Source: an optimization exercise on an open RTL-to-GDS flow (aim: small area, a short achievable clock period and few clock cycles per item). Production flows keep margins and buffers that such runs may drop.
Function was checked by simulation only, so behaviour that the tests miss may differ from the original.

## lane 3
==> flow/design.v (excerpt) <==
module mul #(
	parameter DW = 13+(5+$clog2(4))
)
(
	input mul_exeparam_valid,
	output mul_execute_ready,
	input [DW-1:0] mul_exeparam,
	output mul_writeback_valid,
	output [63:0] mul_res_qout,
	output [(5+$clog2(4))-1:0] mul_rd0_qout,
	input [63:0] src1,
	input [63:0] src2,
	input flush,
	input CLK,
	input RSTn
);
	function [6:0] bitlen64;
		input [63:0] v;
		integer j;
		begin
			bitlen64 = 7'd0;
			for (j = 0; j < 64; j = j + 1)
				if (v[j]) bitlen64 = j + 1;
		end
	endfunction
	function lowmask64;
		input [63:0] v;
		begin
			lowmask64 = ((v >> 1) & ~v) == 64'd0;
		end
	endfunction
	function [2:0] chunks;
		input [63:0] v;
		input s;
		begin
			if (s ? (&v[63:15] | ~|v[63:15]) : ~|v[63:16]) chunks = 3'd1;
			else if (s ? (&v[63:31] | ~|v[63:31]) : ~|v[63:32]) chunks = 3'd2;
			else if (s ? (&v[63:47] | ~|v[63:47]) : ~|v[63:48]) chunks = 3'd3;
			else chunks = 3'd4;
		end
	endfunction
	wire [12:0] in_op = mul_exeparam[19:7];
  ...
export LEC_CHECK = 0
export CAP_MARGIN = 10
export CORE_MARGIN = 2
export CORE_UTILIZATION = 40
export SETUP_SLACK_MARGIN = 5
export SLEW_MARGIN = 10
create_clock -name core_clock -period 14.0 [get_ports {CLK}]
standard.sh (not shown) runs the stock make flow with config.mk's settings and CLKGATE_MAP_FILE= SYNTH_SCRIPT=/design/flow/synth_recipe.tcl, a recipe that flattens the netlist after the stock synthesis.
==> flow/flow/run.sh <==
#!/bin/bash
set -euo pipefail
bash standard.sh SETUP_SLACK_MARGIN=6 finish > standard.log 2>&1
Lane 3 finished every stage and its layout cleared the timing, DRC and antenna checks.
Testbench counts of lane 3, summed over its fixed seeds: cycles 5,288, items 2,560.
### lane 3 -> lane 1
- SLEW_MARGIN now 20, was 10
- CAP_MARGIN now 20, was 10
==> flow/flow/run.sh <==
#!/bin/bash
set -euo pipefail
bash standard.sh SETUP_SLACK_MARGIN=7 finish > standard.log 2>&1
==> run notes <==
- Lane 1 completed end to end with timing, DRC and antenna clean.
- Lane 3 → lane 1: final period demand of the worst path now sits lower; largest fanout of any net on the critical path went up; max-slew violation total from the final report stayed essentially flat; detailed-route vias per instance climbed 0.046; buffer count from post-CTS setup fixing up 140%.


mul again, from the RTL that the note above started with.
export LEC_CHECK = 0
export CAP_MARGIN = 10
export CORE_MARGIN = 2
export CORE_UTILIZATION = 50
export SETUP_SLACK_MARGIN = 5
export SLEW_MARGIN = 10
create_clock -name core_clock -period 14.0 [get_ports {CLK}]
==> flow/flow/run.sh <==
#!/bin/bash
set -euo pipefail
bash standard.sh SETUP_SLACK_MARGIN=6 finish > standard.log 2>&1
Testbench counts at the start, summed over its fixed seeds: cycles 5,288, items 2,560.
Then changed:
CAP_MARGIN = 20   (was 10)
CORE_UTILIZATION = 40   (was 50)
PLACE_DENSITY = 0.75   (was unset)
SLEW_MARGIN = 20   (was 10)
Clock-buffer cell count increases by 6.
Setup slack gains 0.13 ns.
Utilization goes down by 12 points.
Then changed:
==> flow/run.sh (new file) <==
#!/bin/bash
# synth_recipe.tcl (not shown) runs the flow's synth.tcl, then flattens the netlist and writes it again
# the make line also repeats each setting of config.mk as NAME=value (left out here)
make -C /OpenROAD-flow-scripts/flow DESIGN_CONFIG=/design/flow/config.mk WORK_HOME=/design/flow/orfs CLKGATE_MAP_FILE= SYNTH_SCRIPT=/design/flow/synth_recipe.tcl finish
CTS_BUF_LIST = sky130_fd_sc_hd__clkbuf_8   (was unset)
CTS_CLUSTER_SIZE = 20   (was unset)
PLACE_DENSITY = unset   (was 0.75)
removed: flow/flow/run.sh
removed: flow/standard.sh
=> Design area is lower by 5.0%. Hold slack is about the same. Sequential cell count does not change. Routed wire length is lower by 1.1%. Synthesized area stays the same. Worst setup slack gets worse by 0.83 ns. Die area stays the same. Utilization is lower by 2.3 points.
Then changed:
==> flow/flow/run.sh (new file) <==
#!/bin/bash
set -euo pipefail
bash standard.sh SETUP_SLACK_MARGIN=6 finish > standard.log 2>&1
==> flow/standard.sh (new file) <==
#!/bin/bash
# synth_recipe.tcl (not shown) runs the flow's synth.tcl, then flattens the netlist and writes it again
# the make line also repeats each setting of config.mk as NAME=value (left out here)
make -C /OpenROAD-flow-scripts/flow DESIGN_CONFIG=/design/flow/config.mk WORK_HOME=/design/flow/orfs CLKGATE_MAP_FILE= SYNTH_SCRIPT=/design/flow/synth_recipe.tcl "${@:-finish}"
CORE_UTILIZATION = 50   (was 40)
CTS_BUF_LIST = unset   (was sky130_fd_sc_hd__clkbuf_8)
CTS_CLUSTER_SIZE = unset   (was 20)
removed: flow/run.sh
The new run produced a clean layout.
Synthesized cell count does not change.
Routed wire length rises by 5.2%.
Setup slack improves by 0.85 ns.
Utilization grows by 14 points.
Clock-buffer cell count is lower by 54.
Design area grows by 5.6%.
Synthesized area stays the same.

separate check: timing with driven ports:
In the flow no input, the clock included, has a driving cell. The finished layouts below were timed again as built, in two steps.
Step 1 sets driving cells, clkbuf_16 on the clock port and buf_2 on the other inputs (assumed; they add their load-dependent delay and slew).
Step 2 moves the port delays by t, midway between the first and last clock arrival at a register: inputs arrive t later, outputs are due t later. That takes back most of the time a late clock gives input paths.
a / b / c = ideal / step 1 / step 2; a / b = the first two.
| run | t, ns | setup slack, ns | slew at the worst register clock pin (ns) |
|---|---|---|---|
| lane 3 | 0.948 | 5.907 / 5.907 / 5.907 | 0.08 / 0.08 |
| lane 1 | 0.963 | 5.945 / 5.945 / 5.945 | 0.07 / 0.07 |
| the first run of note 2 | 0.881 | 5.724 / 5.724 / 5.724 | 0.08 / 0.08 |
| the second run of note 2 | 0.962 | 5.851 / 5.851 / 5.851 | 0.07 / 0.07 |
| the third run of note 2 | 1.108 | 5.019 / 5.019 / 5.019 | 0.08 / 0.08 |
| the fourth run of note 2 | 0.889 | 5.871 / 5.871 / 5.871 | 0.07 / 0.07 |
After both steps setup and hold are still met in every run listed.
